This is an optimization exercise on Yosys and OpenROAD, whose aim is small area, not a production implementation. The RTL was checked by simulation tests, not by an equivalence proof against the original design.

## flow/design.v (module list and top-level ports; edited modules follow where they fit)
// module alu: 90 lines
// module mul33: 1549 lines
module alu #(
	parameter DATA_WIDTH = 32,
	parameter INST_WIDTH = 4
)(
	input                   i_clk,
	input                   i_rst_n,
	input  [DATA_WIDTH-1:0] i_data_a,
	input  [DATA_WIDTH-1:0] i_data_b,
	input  [INST_WIDTH-1:0] i_inst,
	input                   i_valid,
	output [DATA_WIDTH-1:0] o_data,
	output                  o_overflow,
	output                  o_valid
);
  // ...
==> flow/run.sh <==
#!/bin/bash
# synth_recipe.tcl (not shown) runs the flow's synth.tcl, then flattens the netlist and writes it again
# the make line also repeats each setting of config.mk as NAME=value (left out here)
make -C /OpenROAD-flow-scripts/flow DESIGN_CONFIG=/design/flow/config.mk WORK_HOME=/design/flow/orfs CLKGATE_MAP_FILE= SYNTH_SCRIPT=/design/flow/synth_recipe.tcl finish
==> flow/config.mk <==
export PLATFORM = sky130hd
export DESIGN_NAME = alu
export DESIGN_NICKNAME = alu
export VERILOG_FILES = /design/flow/design.v
export SDC_FILE = /design/flow/constraint.sdc
export NUM_CORES = 4
export LEC_CHECK = 0
export CAP_MARGIN = 20
export CORE_MARGIN = 2
export CORE_UTILIZATION = 40
export SLEW_MARGIN = 20
==> flow/constraint.sdc <==
create_clock -name core_clock -period 12.0 [get_ports {i_clk}]
set_input_delay 2.4000 -clock core_clock [delete_from_list [all_inputs] [get_ports {i_clk}]]
set_output_delay 2.4000 -clock core_clock [all_outputs]
set_load 0.01 [all_outputs]
==> metrics.md, run 1 <==
| Metric | Value |
|---|---|
| Pre-CTS setup slack | `approximately 1.2 ns` |
| Commonest non-fill, non-tap cell in the layout | `inv_1` |
| Crit end category | `register` |
| Max-cap violations | `0` |
| Post-synth EDFFs | `0` |
| Nonclk buf count | `180` |
| 1st-iter DRT viols | `2262` |
| Fin nets | `~3300` |
| Actual slew at the worst max-slew pin | `about 1.1 ns` |
| Drt pass-1 iters | `8` |
| Filler cells | `approximately 5200` |
| Die footprint | `roughly 55000 sq um` |
| Largest net degree at the start of global routing | `35` |
| Hold_buf cts | `0` |
| Relative slew slack | `25.96%` |
| Bufs and invs on worst path | `3` |
| Inverters | `542` |
| Synthesized area | `21100 sq um` |
| Buffers on Ports | `104` |
| Area of the multi-input gates | `17680 sq um` |
| Worst path slowest cell | `clkdlybuf4s50_1` |
| CTS clock-pin slew for the worst setup and hold paths | `approximately 0.06 ns` |
| Starting Density | `about two fifths` |
| # DRC | `0` |
| Largest register by flop count | `o_data_r` |
| Most frequent cell after synthesis | `inv_1` |
| Vias per inst | `roughly 6` |
| Simple-Gate Fraction of Synth Area | `between 10% and 20%` |
| Hpwl dp | `70970 um` |
| Prevailing post-synth register cell | `dfrtp_1` |
| Critical Path End | `o_overflow_r` |
| Share of cells above drive strength 1 | `~4.2%` |
| PostCTS Resize Cnt | `0` |
| Final Util | `between 40% and 50%` |
| Count of different cell masters after synthesis | `71` |
| Status | `complete, no violations` |
==> run 2: changes to the inputs <==
==> flow/flow/run.sh (new file) <==
#!/bin/bash
# Standard synthesis, then a polarity clean-up of the synthesized netlist
# (flow/fixpol.py: removes the inverters Yosys's full-adder extraction leaves
# between full adders), then the standard layout from floorplan on.
set -euo pipefail
R=orfs/results/sky130hd/alu/base
bash standard.sh synth > synth.log 2>&1
cp $R/1_2_yosys.v 1_2_yosys.standard.v
python3 flow/fixpol.py 1_2_yosys.standard.v $R/1_2_yosys.v > fixpol.log 2>&1
rm -f $R/1_synth.odb $R/1_synth.sdc
bash standard.sh finish > layout.log 2>&1
==> flow/flow/fixpol.py (new file) <==
#!/usr/bin/env python3
"""Polarity clean-up of a flat Yosys netlist of sky130_fd_sc_hd cells.

Yosys's extract_fa picks the polarity of each full adder it finds on its own,
so a multiplier tree comes out with an inverter between many pairs of full
adders.  A full adder is self-dual (inverting all three inputs inverts both
outputs), and many simple gates have a De Morgan dual (nand2 <-> nor2 with
inverted inputs, a21oi <-> o21ai, xor2 <-> xnor2, ...).  This script removes
the inverters, chooses for every such cell whether to use it as is or as its
dual so as to need as few inverters as possible, and puts back one inverter
per net whose opposite polarity is still needed.  Registers, ports and every
other cell are kept as they are.

usage: fixpol.py IN.v OUT.v [LIB]
"""
import re
import sys
import random
import collections

P = "sky130_fd_sc_hd__"
OUT_PINS = {"X", "Y", "SUM", "COUT", "Q", "Q_N", "HI", "LO"}

# dual bases: flipping the cell inverts its outputs; inv_in says whether its
# inputs must be inverted too
DUAL = {}
def _pair(a, b, inv_in=True):
    DUAL[a] = (b, inv_in)
    DUAL[b] = (a, inv_in)
for a, b in [("nand2", "nor2"), ("nand3", "nor3"), ("nand4", "nor4"),
             ("and2", "or2"), ("and3", "or3"),
             ("a21oi", "o21ai"), ("a21o", "o21a"), ("a22oi", "o22ai"),
             ("a22o", "o22a"), ("a211oi", "o211ai"), ("a31oi", "o31ai"),
             ("a221oi", "o221ai"), ("a2111oi", "o2111ai"), ("a311oi", "o311ai"),
             ("a41oi", "o41ai"), ("a32oi", "o32ai")]:
    _pair(a, b)
_pair("xor2", "xnor2", inv_in=False)
DUAL["fa"] = ("fa", True)
DUAL["maj3"] = ("maj3", True)


def lib_cells(lib):
    txt = open(lib).read()
    return set(re.findall(r'cell \("' + P + r'(\w+)"\)', txt))


def split_type(t):
    m = re.fullmatch(P + r"(\w+?)_(\d+)", t)
    return (m.group(1), int(m.group(2))) if m else (None, None)


def main():
    src, dst = sys.argv[1], sys.argv[2]
    lib = sys.argv[3] if len(sys.argv) > 3 else \
        "/OpenROAD-flow-scripts/flow/platforms/sky130hd/lib/sky130_fd_sc_hd__tt_025C_1v80.lib"
    have = lib_cells(lib)
    txt = open(src).read()
    if re.search(r"^\s*assign\b", txt, re.M):
        sys.exit("fixpol: netlist has assign statements, not handled")
    mods = re.findall(r"^module\b", txt, re.M)
    if len(mods) != 1:
        sys.exit("fixpol: expected one module")
    head_end = None
    cell_re = re.compile(r"^  (" + P + r"\w+)\s+(\S+)\s*\((.*?)\);\n", re.S | re.M)
    cells = []
    spans = []
    for m in cell_re.finditer(txt):
        pins = [(p, n.strip()) for p, n in re.findall(r"\.(\w+)\(([^()]*)\)", m.group(3))]
        cells.append([m.group(1), m.group(2), pins])
        spans.append((m.start(), m.end()))
    # everything that is not a cell stays (header, wire declarations, endmodule)
    first, last = spans[0][0], spans[-1][1]
    between = txt[first:last]
    rest = cell_re.sub("", between)
    if rest.strip():
        sys.exit("fixpol: unexpected text between cells: " + rest.strip()[:200])
    head, tail = txt[:first], txt[last:]
    ports = set()
    for m in re.finditer(r"^\s*(input|output)\s+(\[\d+:\d+\]\s+)?(\S+);", head, re.M):
        rng, name = m.group(2), m.group(3)
        if rng:
            hi, lo = map(int, re.findall(r"\d+", rng))
            for i in range(min(hi, lo), max(hi, lo) + 1):
                ports.add(f"{name}[{i}]")
        ports.add(name)

    # inverters that can go
    inv_of = {}
    removed = set()
    for i, (t, n, pins) in enumerate(cells):
        base, _ = split_type(t)
        if base in ("inv", "clkinv"):
            d = dict(pins)
            if d["Y"] not in ports:
                inv_of[d["Y"]] = d["A"]
                removed.add(i)
    def root(net):
        k = 0
        seen = 0
        while net in inv_of:
            net = inv_of[net]
            k ^= 1
            seen += 1
            assert seen < 1000
        return net, k

    driver = {}
    for i, (t, n, pins) in enumerate(cells):
        if i in removed:
            continue
        for p, net in pins:
            if p in OUT_PINS:
                driver[net] = i
    flippable = {}
    for i, (t, n, pins) in enumerate(cells):
        if i in removed:
            continue
        base, drive = split_type(t)
        if base in DUAL:
            dual = DUAL[base][0]
            ok = any(f"{dual}_{d}" in have for d in (drive, 1, 2, 0, 4))
            if ok and not any(p in OUT_PINS and net in ports for p, net in pins):
                flippable[i] = DUAL[base][1]
    # consumers: list of (cell, pin index, root, k)
    cons = []
    cons_of_root = collections.defaultdict(list)
    cons_of_cell = collections.defaultdict(list)
    for i, (t, n, pins) in enumerate(cells):
        if i in removed:
            continue
        for j, (p, net) in enumerate(pins):
            if p in OUT_PINS:
                continue
            if not re.fullmatch(r"[\\A-Za-z_][^ ]*|\\\S+", net):
                continue  # constant
            r, k = root(net)
            ci = len(cons)
            cons.append((i, j, r, k))
            cons_of_root[r].append(ci)
            cons_of_cell[i].append(ci)
    flip = collections.defaultdict(int)

    def need(ci):
        i, j, r, k = cons[ci]
        want = k ^ (flip[i] if flippable.get(i, False) else 0)
        d = driver.get(r)
        have_p = flip[d] if d is not None and d in flippable else 0
        return want ^ have_p

    def root_cost(r):
        return 1 if any(need(ci) for ci in cons_of_root[r]) else 0

    def out_roots(i):
        return [net for p, net in cells[i][2] if p in OUT_PINS]

    def affected(i):
        rs = set(out_roots(i))
        if flippable.get(i, False):
            rs.update(cons[ci][2] for ci in cons_of_cell[i])
        return rs

    roots = set(cons[ci][2] for ci in range(len(cons)))
    total = sum(root_cost(r) for r in roots)
    print(f"fixpol: {len(cells)} cells, {len(removed)} inverters removed, "
          f"{len(flippable)} flippable, inverters needed before: {total}")
    rng = random.Random(1)
    order = list(flippable)
    improved = True
    passes = 0
    while improved and passes < 50:
        improved = False
        passes += 1
        rng.shuffle(order)
        for i in order:
            rs = affected(i)
            before = sum(root_cost(r) for r in rs)
            flip[i] ^= 1
            after = sum(root_cost(r) for r in rs)
            if after < before:
                total += after - before
                improved = True
            else:
                flip[i] ^= 1
    total = sum(root_cost(r) for r in roots)
    nflip = sum(1 for i in flippable if flip[i])
    print(f"fixpol: {passes} passes, {nflip} cells flipped, inverters needed after: {total}")

    # emit
    invnet = {}
    newcells = []
    for i, (t, n, pins) in enumerate(cells):
        if i in removed:
            continue
        if flip[i] and i in flippable:
            base, drive = split_type(t)
            dual = DUAL[base][0]
            for d in (drive, 1, 2, 0, 4):
                if f"{dual}_{d}" in have:
                    t = f"{P}{dual}_{d}"
                    break
        newpins = []
        for j, (p, net) in enumerate(pins):
            if p not in OUT_PINS and re.fullmatch(r"[\\A-Za-z_][^ ]*|\\\S+", net):
                r, k = root(net)
                want = k ^ (flip[i] if flippable.get(i, False) else 0)
                d = driver.get(r)
                hp = flip[d] if d is not None and d in flippable else 0
                if want ^ hp:
                    if r not in invnet:
                        invnet[r] = f"_pinv{len(invnet)}_"
                    net = invnet[r]
                else:
                    net = r
            newpins.append((p, net))
        newcells.append((t, n, newpins))
    for r, w in invnet.items():
        newcells.append((P + "inv_1", f"{w}i", [("A", r), ("Y", w)]))
    # drop declarations of nets no longer used
    used = set()
    for t, n, pins in newcells:
        used.update(net for p, net in pins)
    def keep_decl(m):
        name = m.group(1)
        return m.group(0) if (name in used or name in ports or "[" in m.group(0)) else ""
    head2 = re.sub(r"^  wire (\S+);\n", keep_decl, head, flags=re.M)
    head2 += "".join(f"  wire {w};\n" for w in invnet.values())
    body = []
    for t, n, pins in newcells:
        esc = lambda x: x + " " if x.startswith("\\") else x
        body.append(f"  {t} {esc(n)} (\n" + ",\n".join(f"    .{p}({esc(net)})" for p, net in pins) + "\n  );\n")
    open(dst, "w").write(head2 + "".join(body) + tail)
    print(f"fixpol: wrote {dst}: {len(newcells)} cells")


if __name__ == "__main__":
    main()
==> flow/standard.sh (new file) <==
#!/bin/bash
# synth_recipe.tcl (not shown) runs the flow's synth.tcl, then flattens the netlist and writes it again
# the make line also repeats each setting of config.mk as NAME=value (left out here)
make -C /OpenROAD-flow-scripts/flow DESIGN_CONFIG=/design/flow/config.mk WORK_HOME=/design/flow/orfs CLKGATE_MAP_FILE= SYNTH_SCRIPT=/design/flow/synth_recipe.tcl "${@:-finish}"
removed: flow/run.sh
==> run 2 against run 1 <==
  * Clock-buffer cell count unchanged
  * Sequential share of layout area up 0.25 points
  * Critical path depth grew 2
  * Global-route usage up 1.8 points
  * Non-clock buffer count is 1 higher
  * Area after synthesis decreased by 6.8%
  * Maximum frequency up 0.94%
  * Final cell count decreased by 12%
  * Cell area is 6.3% lower
==> metrics.md, run 2 <==
| Metric | Value |
|---|---|
| Status | `complete, no violations` |
| Min Hold Slack | `2.278 ns` |
| Syn Area/Cell | `approximately 9 sq um` |
| Area grow syn2layout | `10.52%` |
| Relative slew slack | `22.47% (-3.5 points)` |
| Bufs and invs on worst path | `5 (+2)` |
| Synth Instances | `around 2200` |
| Starting Density | `40.34% (about the same)` |
| Min-Delay Path Class | `in2async` |
| Root Driver | `clkbuf_16` |
| # DRC | `0 (unchanged)` |
| Total clock sinks | `34` |
| Worst path slowest cell | `a211oi_1` |
| Fmax | `between 90 and 100 MHz` |
| Boundary Pins | `approximately 110` |
| Hpwl dp | `69060 um (-2.7%)` |
| Hold_buf cts | `0 (unchanged)` |
| Initial antenna violation count | `1` |
| 1st-iter DRT viols | `2408 (+6.5%)` |
| Via count | `between 15000 and 20000` |
| Crit Path Max Fanout | `19` |
| Post-Syn Nets | `~2900` |
| Tcrit/Tclk final | `a little under 90%` |
| FP Rows | `81` |
| CP Class | `in2reg` |
| First-pass GRT wire length | `between 100000 and 150000 um` |
| Final GP Congestion | `1.013` |
| Hold Vio Cnt, Final | `0` |
| CP arrival | `between 10 and 15 ns` |
| Filler cells | `4790 (-8.5%)` |
| Max-cap violations | `0 (unchanged)` |
| Fin nets | `2896 (-12%)` |
| Actual slew at the worst max-slew pin | `1.162 ns (+0.05793 ns)` |
| PostCTS Resize Cnt | `0 (unchanged)` |
| Area of the multi-input gates | `17680 sq um (about the same)` |
| Crit path top cell by count | `fa_1` |
| Die footprint | `50960 sq um (-6.7%)` |
| Total negative setup slack | `0 ns` |
| Vias per inst | `6.289 (+5.1%)` |
| RSZ-0062 raised after global routing | `false` |
| Crit end category | `register` |
| Top Registers | `o_data_r (32), o_overflow_r (1), o_valid_r (1)` |
| Buffer count from post-CTS setup fixing | `0` |
| Largest net degree at the start of global routing | `35 (unchanged)` |
| Slew Viols, Final | `0` |
| CP Launch Type | `primary input` |
| Final setup viols | `0` |
| Max reg flops | `32` |
| Min Tclk post-route | `about 11 ns` |
| Commonest non-fill, non-tap cell in the layout | `nor2_1` |
| Die height | `between 200 and 250 um` |
| Die width | `approximately 230 um` |
| Number of global-route vias before repair | `between 15000 and 20000` |
| Synth Warn # | `1` |
| # H-tree levels | `2` |
| Sequential cell area | `about 850 sq um` |
| Clk buf depth | `2` |
| Buffers on Ports | `104 (unchanged)` |
| Synthesized area | `19670 sq um (-6.8%)` |
| CTS clock-pin slew for the worst setup and hold paths | `0.06 ns (about the same)` |
| WL per Instance | `about 31 um` |
| CORE AREA | `roughly 50000 sq um` |
| Most frequent cells in the layout | `483 x nor2_1, 448 x fa_1, 167 x nand2_1` |
| Share of cells above drive strength 1 | `4.881% (+0.63 points)` |
| Critical Path End | `o_overflow_r` |
| CP Data Required Time | `between 10 and 15 ns` |
| CP max stage delay | `between 0.5 and 0.6 ns` |
| CTS buffer count | `5` |
| Largest delay share family, worst path | `adder cells` |
| Largest register by flop count | `o_data_r` |
| Crit path depth | `27` |
| Post-Route WL | `roughly 90000 um` |
| CTS tree | `done` |
| GR Util All Layers | `36.67%` |
| GRT overflow | `0` |
| Drt pass-1 iters | `7 (-1)` |
| Worst Setup SP | `i_data_a[1]` |
| Final ANT Viol Nets | `0` |
==> run 2: per-layer routing <==
layer  wire length, um  vias up  track usage [%]
met4              6976        2            22.82
met5                13        -                0
li1                  -     7219                -
met2             39760     1379            55.60
met3             10120      374            7.806
met1             33880     9252            47.92
==> run 2: worst min path at each step <==
stage / endpoint / slack (ns)
after global placement: o_data_r[0] / 2.59
after floorplan: o_data_r[0] / 2.10
after global routing: o_data_r[4] / 2.33
after detailed placement: o_data_r[0] / 2.61
final: o_data_r[3] / 2.28
after CTS: o_data_r[30] / 2.29
==> run 2: per-stage QoR <==
| step | cells | util [%] | instance area, sq um | setup slack (ns) |
|---|---|---|---|---|
| detailed placement | 2889 | 44.28 | 21580 | 1.286 |
| global placement | 2889 | 44.28 | 21580 | 1.403 |
| floorplan | 2191 | - | 19670 | 2.510 |
| CTS | 2897 | 44.58 | 21730 | 1.565 |
| finish | 2898 | 44.59 | 21730 | 1.451 |
| global route | 2897 | 44.58 | 21730 | 1.192 |
==> run 2: area by class of cell <==
| cell class | count | share of cell area [%] |
|---|---|---|
| Clock inverter | 1 | 0.02303 |
| Antenna cell | 1 | 0.01151 |
| Inverter | 161 | 2.780 |
| Timing Repair Buffer | 181 | 7.426 |
| Sequential cell | 34 | 3.915 |
| Multi-Input combinational cell | 1849 | 81.37 |
| Tap cell | 664 | 3.822 |
| Clock buffer | 7 | 0.6563 |
==> run 3: changes to the inputs <==
--- a/flow/flow/fixpol.py
+++ b/flow/flow/fixpol.py
@@ -93,5 +93,10 @@
             d = dict(pins)
             if d["Y"] not in ports:
-                inv_of[d["Y"]] = d["A"]
+                inv_of[d["Y"]] = (d["A"], 1)
+                removed.add(i)
+        elif base in ("buf", "clkbuf"):
+            d = dict(pins)
+            if d["X"] not in ports:
+                inv_of[d["X"]] = (d["A"], 0)
                 removed.add(i)
     def root(net):
@@ -99,6 +104,6 @@
         seen = 0
         while net in inv_of:
-            net = inv_of[net]
-            k ^= 1
+            net, kk = inv_of[net]
+            k ^= kk
             seen += 1
             assert seen < 1000
@@ -166,23 +171,55 @@
     rng = random.Random(1)
     order = list(flippable)
-    improved = True
-    passes = 0
-    while improved and passes < 50:
-        improved = False
-        passes += 1
-        rng.shuffle(order)
-        for i in order:
+
+    def greedy():
+        passes = 0
+        improved = True
+        while improved and passes < 50:
+            improved = False
+            passes += 1
+            rng.shuffle(order)
+            for i in order:
+                rs = affected(i)
+                before = sum(root_cost(r) for r in rs)
+                flip[i] ^= 1
+                after = sum(root_cost(r) for r in rs)
+                if after < before:
+                    improved = True
+                else:
+                    flip[i] ^= 1
+
+    def anneal(steps, t0):
+        cur = sum(root_cost(r) for r in roots)
+        for s in range(steps):
+            t = t0 * (1 - s / steps) + 1e-3
+            i = order[rng.randrange(len(order))]
             rs = affected(i)
             before = sum(root_cost(r) for r in rs)
             flip[i] ^= 1
             after = sum(root_cost(r) for r in rs)
-            if after < before:
-                total += after - before
-                improved = True
+            d = after - before
+            if d <= 0 or rng.random() < pow(2.718, -d / t):
+                cur += d
             else:
                 flip[i] ^= 1
+
+    starts = {"none": lambda i: 0, "all": lambda i: 1,
+              "fa": lambda i: 1 if split_type(cells[i][0])[0] == "fa" else 0}
+    best = None
+    for name, f0 in starts.items():
+        for i in flippable:
+            flip[i] = f0(i)
+        greedy()
+        anneal(40 * len(order), 1.0)
+        greedy()
+        c = sum(root_cost(r) for r in roots)
+        print(f"fixpol: start {name}: {c} inverters")
+        if best is None or c < best[0]:
+            best = (c, {i: flip[i] for i in flippable})
+    for i in flippable:
+        flip[i] = best[1][i]
     total = sum(root_cost(r) for r in roots)
     nflip = sum(1 for i in flippable if flip[i])
-    print(f"fixpol: {passes} passes, {nflip} cells flipped, inverters needed after: {total}")
+    print(f"fixpol: {nflip} cells flipped, inverters needed after: {total}")
 
     # emit
==> run 3 against run 2 <==
  * Via count is 3.6% lower
  * Flip-flop and latch count unchanged
  * Critical path depth unchanged
  * Cell area is 1.2% lower
  * Sequential share of layout area hardly changed
  * Clock-buffer cell count is the same
  * Hold slack worse by 0.016 ns
  * Global-route usage fell by 1.4 points
  * Maximum frequency is 1.6% lower
  * Synthesized cell count shrank 9.6%
  * Critical endpoint unchanged
  * Largest cell class unchanged
  * Highest routed layer unchanged
==> metrics.md, run 3 <==
| Metric | Value |
|---|---|
| Top Registers | `o_data_r (32), o_overflow_r (1), o_valid_r (1)` |
| Initial antenna violation count | `2 (+1)` |
| Met3 routed WL | `10010 um (-1.1%)` |
| Die footprint | `48920 sq um (-4.0%)` |
| Starting Density | `40.52% (+0.18 points)` |
| Largest register by flop count | `o_data_r` |
| Via count | `17580 (-3.6%)` |
| Synthesized area | `18870 sq um (-4.1%)` |
| Vias per inst | `6.323 (+0.54%)` |
| Crit end category | `register` |
| Syn Area/Cell | `9.528 sq um (+6.2%)` |
| Uppermost layer routed | `met5` |
| CTS tree | `done` |
| Post-DP Area | `21290 sq um (-1.4%)` |
| Min Tclk post-route | `10.73 ns (+0.1769 ns)` |
| Fmax | `93.23 MHz (-1.6%)` |
| Layout Cells excl Fill | `2780 (-4.1%)` |
| Total negative setup slack | `0 ns (unchanged)` |
| Commonest non-fill, non-tap cell in the layout | `nor2_1` |
| Clk buf depth | `2 (unchanged)` |
| Area of the multi-input gates | `17690 sq um (about the same)` |
| PostCTS Resize Cnt | `0 (unchanged)` |
| Boundary Pins | `105 (unchanged)` |
| Final instance area | `21480 sq um (-1.2%)` |
| GRT overflow | `0 (unchanged)` |
| Fin nets | `2835 (-2.1%)` |
| CTS buffer count | `5 (unchanged)` |
| Buffers on Ports | `104 (unchanged)` |
| First-pass GRT wire length | `126000 um (-4.9%)` |
| Tcrit/Tclk final | `89.38% (+1.5 points)` |
| Crit Path Max Fanout | `14 (-5)` |
| Root Driver | `clkbuf_16` |
| Slew Viols, Final | `0 (unchanged)` |
| Sequential cell area | `850.8 sq um (unchanged)` |
| Die width | `221.2 um (-2.0%)` |
| Min Hold Slack | `2.262 ns (-0.01597 ns)` |
| Actual slew at the worst max-slew pin | `1.077 ns (-0.08424 ns)` |
| # H-tree levels | `2 (unchanged)` |
| Synth Instances | `1980 (-9.6%)` |
| Relative slew slack | `28.09% (+5.6 points)` |
| Drt pass-1 iters | `6 (-1)` |
| Post-Route M1 WL | `32520 um (-4.0%)` |
| Placed cell count | `2769 (-4.2%)` |
| Min-Delay Path Class | `in2async` |
| Die height | `221.2 um (-2.0%)` |
| CP Data Required Time | `12.20 ns (about the same)` |
| Hold Vio Cnt, Final | `0 (unchanged)` |
| CTS clock-pin slew for the worst setup and hold paths | `0.07 ns (about the same)` |
| CP arrival | `10.92 ns (+0.19 ns)` |
| Buffer count from post-CTS setup fixing | `0 (unchanged)` |
| Final ANT Viol Nets | `0 (unchanged)` |
| CP Launch Type | `primary input` |
| 1st-iter DRT viols | `1992 (-17%)` |
| CP Class | `in2reg` |
| Max-cap violations | `0 (unchanged)` |
| Worst Setup SP | `i_data_b[0]` |
| FP Rows | `79 (-2.5%)` |
| Status | `complete, no violations` |
| GR Util All Layers | `35.28% (-1.4 points)` |
| Post-Syn Nets | `2644 (-7.4%)` |
| Hold_buf cts | `0 (unchanged)` |
| Most frequent cells in the layout | `560 x nor2_1, 448 x fa_1, 145 x ha_1` |
| Synth Warn # | `1 (unchanged)` |
| Largest net degree at the start of global routing | `35 (unchanged)` |
| Total clock sinks | `34 (unchanged)` |
| CORE AREA | `46560 sq um (-4.5%)` |
| Post-Route WL | `85630 um (-5.6%)` |
| Share of cells above drive strength 1 | `5.110% (+0.23 points)` |
| Area grow syn2layout | `13.85%` |
| Final GP Congestion | `0.9924 (-2.1%)` |
| RSZ-0062 raised after global routing | `false` |
| # DRC | `0 (unchanged)` |
| Hpwl dp | `66100 um (-4.3%)` |
| WL per Instance | `30.80 um (-1.6%)` |
| Met2 wire len | `37720 um (-5.1%)` |
| Final setup viols | `0 (unchanged)` |
| Number of global-route vias before repair | `18590 (-4.2%)` |
| Filler cells | `4530 (-5.4%)` |
| Max reg flops | `32 (unchanged)` |
-- run 3: metrics by stage --
| stage | worst slack [ns] | utilization, % |
|---|---|---|
| after floorplan | 2.254 | - |
| after global placement | 1.072 | 45.71 |
| after detailed placement | 1.007 | 45.72 |
| after CTS | 1.325 | 46.04 |
| after global routing | 0.8237 | 46.13 |
| final | 1.274 | 46.13 |
-- run 3: worst max-delay path by stage --
stage	endpoint	cells after the start
after floorplan	o_overflow_r	26
after global placement	o_overflow_r	27
after detailed placement	o_overflow_r	27
after CTS	o_overflow_r	27
after global routing	o_overflow_r	27
final	o_overflow_r	27
-- run 3: per-layer routing --
| metal | GRT usage (%) | up-vias |
|---|---|---|
| li1 | - | 7098 |
| met1 | 45.32 | 9024 |
| met2 | 54.43 | 1183 |
| met3 | 10.30 | 269 |
| met4 | 17.67 | 4 |
| met5 | 0 | - |
-- run 3: area by class of cell --
cell class              instances  share of cell area, %
flip-flops and latches         34                  3.961
diodes                          1                0.01165
repair buffers                184                  7.748
multi-input cells            1849                  82.36
inverters                      97                  1.695
well taps                     607                  3.536
clock inverters                 1                0.02330
clock buffers                   7                 0.6641
-- run 3: critical path, stage by stage --
cell and delay [ns]:
clkdlybuf4s50_1 0.52, inv_1 0.49, buf_4 0.35, nor2_1 0.11
fa_1 0.45, fa_1 0.41, fa_1 0.43, fa_1 0.41
fa_1 0.40, fa_1 0.39, fa_1 0.40, fa_1 0.40
fa_1 0.39, fa_1 0.39, fa_1 0.42, fa_1 0.37
inv_1 0.09, nor2b_1 0.07, o2111ai_1 0.23, a31oi_1 0.20
o21ai_1 0.29, a31oi_1 0.18, a21o_1 0.21, a21oi_1 0.28
xnor2_1 0.12, o41a_1 0.32, a41o_1 0.21
==> run 4: changes to the inputs <==
==> flow/flow/run.sh (replaced) <==
#!/bin/bash
# Standard synthesis, then a polarity clean-up of the synthesized netlist
# (flow/fixpol.py: removes the inverters Yosys's full-adder extraction leaves
# between full adders, choosing De Morgan duals of gates where that needs
# fewer inverters), then the standard layout from floorplan on, with the
# port buffers made of the smallest buffer.
set -euo pipefail
R=orfs/results/sky130hd/alu/base
bash standard.sh synth > synth.log 2>&1
cp $R/1_2_yosys.v 1_2_yosys.standard.v
python3 flow/fixpol.py 1_2_yosys.standard.v $R/1_2_yosys.v > fixpol.log 2>&1
rm -f $R/1_synth.odb $R/1_synth.sdc
export BUFFER_PORTS_ARGS="-buffer_cell sky130_fd_sc_hd__buf_1"
bash standard.sh finish > layout.log 2>&1
--- a/flow/flow/fixpol.py
+++ b/flow/flow/fixpol.py
@@ -36,4 +36,6 @@
     _pair(a, b)
 _pair("xor2", "xnor2", inv_in=False)
+XORS = {"xor2", "xnor2"}
+OUTPIN = {"xor2": "X", "xnor2": "Y"}   # inputs take either polarity; the type absorbs it
 DUAL["fa"] = ("fa", True)
 DUAL["maj3"] = ("maj3", True)
@@ -42,5 +44,17 @@
 def lib_cells(lib):
     txt = open(lib).read()
-    return set(re.findall(r'cell \("' + P + r'(\w+)"\)', txt))
+    area = {}
+    for m in re.finditer(r'cell \("' + P + r'(\w+)"\)\s*\{(.*?)\n\s*area\s*:\s*([\d.]+)', txt, re.S):
+        area[m.group(1)] = float(m.group(3))
+    return area
+
+
+def dual_type(t, have):
+    base, drive = split_type(t)
+    dual = DUAL[base][0]
+    for d in (drive, 1, 2, 0, 4):
+        if f"{dual}_{d}" in have:
+            return f"{P}{dual}_{d}"
+    return None
 
 
@@ -146,6 +160,10 @@
     flip = collections.defaultdict(int)
 
+    isxor = {i for i in flippable if split_type(cells[i][0])[0] in XORS}
+
     def need(ci):
         i, j, r, k = cons[ci]
+        if i in isxor:
+            return 0
         want = k ^ (flip[i] if flippable.get(i, False) else 0)
         d = driver.get(r)
@@ -172,4 +190,13 @@
     order = list(flippable)
 
+    INV_AREA = have["inv_1"]
+    adelta = {}
+    for i in flippable:
+        t = cells[i][0]
+        adelta[i] = 0.0 if i in isxor else have[dual_type(t, have)[len(P):]] - have[t[len(P):]]
+
+    def cellcost(i):
+        return adelta[i] if flip[i] else 0.0
+
     def greedy():
         passes = 0
@@ -180,27 +207,44 @@
             rng.shuffle(order)
             for i in order:
-                rs = affected(i)
-                before = sum(root_cost(r) for r in rs)
-                flip[i] ^= 1
-                after = sum(root_cost(r) for r in rs)
-                if after < before:
+                if try_move([i], 0):
                     improved = True
-                else:
-                    flip[i] ^= 1
+
+    # group moves: all flippable consumers of one root, flipped together
+    groups = []
+    for r in roots:
+        g = sorted(set(cons[ci][0] for ci in cons_of_root[r] if flippable.get(cons[ci][0], False)))
+        if len(g) > 1:
+            groups.append(g)
+
+    def try_move(cellset, t):
+        rs = set()
+        for i in cellset:
+            rs |= affected(i)
+        before = INV_AREA * sum(root_cost(r) for r in rs) + sum(cellcost(i) for i in cellset)
+        for i in cellset:
+            flip[i] ^= 1
+        after = INV_AREA * sum(root_cost(r) for r in rs) + sum(cellcost(i) for i in cellset)
+        d = after - before
+        if d < -1e-6 or (t > 0 and rng.random() < pow(2.718, -d / t)):
+            return True
+        for i in cellset:
+            flip[i] ^= 1
+        return False
 
     def anneal(steps, t0):
-        cur = sum(root_cost(r) for r in roots)
         for s in range(steps):
             t = t0 * (1 - s / steps) + 1e-3
-            i = order[rng.randrange(len(order))]
-            rs = affected(i)
-            before = sum(root_cost(r) for r in rs)
-            flip[i] ^= 1
-            after = sum(root_cost(r) for r in rs)
-            d = after - before
-            if d <= 0 or rng.random() < pow(2.718, -d / t):
-                cur += d
+            if groups and rng.random() < 0.3:
+                try_move(groups[rng.randrange(len(groups))], t)
             else:
-                flip[i] ^= 1
+                try_move([order[rng.randrange(len(order))]], t)
+
+    def greedy_groups():
+        improved = True
+        while improved:
+            improved = False
+            for g in groups:
+                if try_move(g, 0):
+                    improved = True
 
     starts = {"none": lambda i: 0, "all": lambda i: 1,
@@ -211,8 +255,11 @@
             flip[i] = f0(i)
         greedy()
-        anneal(40 * len(order), 1.0)
+        greedy_groups()
+        anneal(40 * len(order), 4.0)
         greedy()
-        c = sum(root_cost(r) for r in roots)
-        print(f"fixpol: start {name}: {c} inverters")
+        greedy_groups()
+        greedy()
+        c = INV_AREA * sum(root_cost(r) for r in roots) + sum(cellcost(i) for i in flippable)
+        print(f"fixpol: start {name}: {sum(root_cost(r) for r in roots)} inverters, cost {c:.1f}")
         if best is None or c < best[0]:
             best = (c, {i: flip[i] for i in flippable})
@@ -229,11 +276,19 @@
         if i in removed:
             continue
-        if flip[i] and i in flippable:
-            base, drive = split_type(t)
-            dual = DUAL[base][0]
-            for d in (drive, 1, 2, 0, 4):
-                if f"{dual}_{d}" in have:
-                    t = f"{P}{dual}_{d}"
-                    break
+        tog = flip[i] if i in flippable else 0
+        if i in isxor:
+            for j, (p, net) in enumerate(pins):
+                if p not in OUT_PINS and re.fullmatch(r"[\\A-Za-z_][^ ]*|\\\S+", net):
+                    r, k = root(net)
+                    d = driver.get(r)
+                    hp = flip[d] if d is not None and d in flippable else 0
+                    tog ^= k ^ hp
+        if tog and i in flippable:
+            t0 = t
+            t = dual_type(t, have)
+            # xor2 drives X, xnor2 drives Y
+            po, pn = OUTPIN.get(split_type(t0)[0]), OUTPIN.get(split_type(t)[0])
+            if po != pn:
+                pins = [(pn if p == po else p, net) for p, net in pins]
         newpins = []
         for j, (p, net) in enumerate(pins):
@@ -243,5 +298,5 @@
                 d = driver.get(r)
                 hp = flip[d] if d is not None and d in flippable else 0
-                if want ^ hp:
+                if (want ^ hp) and i not in isxor:
                     if r not in invnet:
                         invnet[r] = f"_pinv{len(invnet)}_"
==> run 4 against run 3 <==
  * Non-clock buffer count down 18
  * Wire length down 5.0%
  * Final cell count down 1.1%
  * Maximum frequency about the same
  * Via count down 0.97%
  * Hold slack worse by 0.019 ns
  * Critical path type unchanged
  * Cell area down 3.9%
  * First-iteration DRC count up 12%
==> metrics.md, run 4 <==
| Metric | Value |
|---|---|
| Bufs and invs on worst path | `4 (unchanged)` |
| First-pass GRT wire length | `120500 um (-4.4%)` |
| Worst path slowest cell | `fa_1` |
| Fmax | `93.30 MHz (about the same)` |
| FP Rows | `79 (unchanged)` |
| Final GP Congestion | `1.001 (+0.88%)` |
| CP arrival | `10.92 ns (about the same)` |
| PostCTS Resize Cnt | `0 (unchanged)` |
| Number of global-route vias before repair | `18260 (-1.8%)` |
| Largest delay share family, worst path | `adder cells` |
| 1st-iter DRT viols | `2236 (+12%)` |
| Synthesized area | `18820 sq um (-0.23%)` |
| Total negative setup slack | `0 ns (unchanged)` |
| Largest net degree at the start of global routing | `35 (unchanged)` |
| CORE AREA | `46460 sq um (-0.21%)` |
| Via count | `17410 (-0.97%)` |
| Boundary Pins | `105 (unchanged)` |
| # DRC | `0 (unchanged)` |
| Commonest non-fill, non-tap cell in the layout | `nor2_1` |
| Top Registers | `o_data_r (32), o_overflow_r (1), o_valid_r (1)` |
| Die width | `220.9 um (-0.11%)` |
| CP Data Required Time | `12.20 ns (about the same)` |
| Largest register by flop count | `o_data_r` |
| Starting Density | `40.52% (about the same)` |
| Post-Route M1 WL | `30270 um (-6.9%)` |
| RSZ-0062 raised after global routing | `false` |
| Total clock sinks | `34 (unchanged)` |
| Antenna cells | `0 (-1)` |
| Share of cells above drive strength 1 | `4.340% (-0.77 points)` |
| Die height | `220.9 um (-0.11%)` |
| Min-Delay Path Class | `in2async` |
| Area grow syn2layout | `9.652%` |
| Actual slew at the worst max-slew pin | `1.120 ns (+0.04296 ns)` |
| Die footprint | `48810 sq um (-0.22%)` |
| CP Launch Type | `primary input` |
| Tcrit/Tclk final | `89.31% (about the same)` |
| Root Driver | `clkbuf_16` |
| CP Class | `in2reg` |
| WL per Instance | `29.59 um (-3.9%)` |
| Final instance area | `20640 sq um (-3.9%)` |
| Relative slew slack | `25.23% (-2.9 points)` |
| Final setup viols | `0 (unchanged)` |
| Hpwl dp | `62160 um (-6.0%)` |
| Crit end category | `register` |
| Final setup margin | `1.282 ns (+0.008230 ns)` |
| CTS tree | `done` |
| CTS clock-pin slew for the worst setup and hold paths | `0.07 ns (about the same)` |
| Slew Viols, Final | `0 (unchanged)` |
| Vias per inst | `6.330 (+0.11%)` |
| GR Util All Layers | `33.47% (-1.8 points)` |
| Drt pass-1 iters | `8 (+2)` |
| Fin nets | `2806 (-1.0%)` |
| Buffer count from post-CTS setup fixing | `0 (unchanged)` |
| Hold Vio Cnt, Final | `0 (unchanged)` |
| Max reg flops | `32 (unchanged)` |
| Hold_buf cts | `0 (unchanged)` |
| Buffers on Ports | `104 (unchanged)` |
| Synth Warn # | `1 (unchanged)` |
| Status | `complete, no violations` |
| Clk buf depth | `2 (unchanged)` |
| Min Tclk post-route | `10.72 ns (-0.008230 ns)` |
| Met3 routed WL | `10390 um (+3.8%)` |
| Pre-CTS setup slack | `1.144 ns (+0.1379 ns)` |
| CP max stage delay | `0.52 ns (about the same)` |
| # H-tree levels | `2 (unchanged)` |
| Post-Route WL | `81380 um (-5.0%)` |
| Initial antenna violation count | `1 (-1)` |
| Min Hold Slack | `2.243 ns (-0.01913 ns)` |
| Crit path top cell by count | `fa_1` |
| Uppermost layer routed | `met5` |
| CTS buffer count | `5 (unchanged)` |
| GRT overflow | `0 (unchanged)` |
| Post-Syn Nets | `2633 (-0.42%)` |
| Max-cap violations | `0 (unchanged)` |
| Final ANT Viol Nets | `0 (unchanged)` |
| Most frequent cells in the layout | `572 x nor2_1, 448 x fa_1, 145 x ha_1` |
| Met2 wire len | `35360 um (-6.3%)` |
| Crit Path Max Fanout | `18 (+4)` |
| Synth Instances | `1969 (-0.56%)` |
| Post-DP Area | `20470 sq um (-3.8%)` |
| Syn Area/Cell | `9.560 sq um (+0.33%)` |
[run 4: cell type report]
type	count	area, sq um
inverters	86	322.8
clock buffers	5	125.1
multi-input cells	1849	17680
fillers	4523	25820
repair buffers	166	857.1
clock inverters	3	45.04
well taps	607	759.5
flip-flops and latches	34	850.8
[run 4: worst max path at each step]
stage / from / to / slack, ns / depth (start not counted)
final: i_data_b[3] / o_overflow_r / 1.28 / 27
after global routing: i_data_b[3] / o_overflow_r / 1.04 / 27
after CTS: i_data_b[3] / o_overflow_r / 1.45 / 27
after detailed placement: i_data_b[3] / o_overflow_r / 1.14 / 27
after global placement: i_data_b[3] / o_overflow_r / 1.23 / 27
after floorplan: i_data_a[1] / o_overflow_r / 2.24 / 26
[run 4: layer usage]
metal | GRT usage, % | vias up
met5 | 0 | -
met4 | 17.38 | 2
met3 | 9.985 | 299
met2 | 50.59 | 1287
met1 | 43.47 | 8770
li1 | - | 7050
[run 4: per-stage QoR]
stage	instances	utilization [%]
2_1_floorplan	1969	-
3_3_place_gp	2742	44.06
3_5_place_dp	2742	44.06
4_1_cts	2750	44.43
5_1_grt	2750	44.43
6_report	2750	44.43

-- separate check: timing with driven ports --
Ports are ideal in the flow. The routed layouts listed here were re-timed in OpenROAD.
Step 1, drivers: a clkbuf_16 drives i_clk and a buf_2 each remaining input, both assumed.
Step 2, shift: input delay + t, output delay - t, t = (earliest + latest rising clock arrival at the registers) / 2. This alone moves slack from input paths to output paths.
Slacks: ideal ports / drivers / drivers and shift; pairs: ideal ports / drivers.
| run | shift t [ns] | setup WS [ns] | worst setup path after step 2 | worst register clock-pin slew, ns |
|---|---|---|---|---|
| run 1 | 0.324 | 1.351 / 1.366 / 1.043 | input to register | 0.06 / 0.06 |
| run 2 | 0.337 | 1.451 / 1.470 / 1.134 | input to register | 0.07 / 0.07 |
| run 3 | 0.341 | 1.274 / 1.286 / 0.945 | input to register | 0.07 / 0.07 |
| run 4 | 0.345 | 1.282 / 1.304 / 0.959 | input to register | 0.07 / 0.07 |
After both steps setup and hold are still met in every run listed. The setup slack of run 3, which loses most, moves by +0.012 ns with the drivers and by -0.329 ns with both steps.
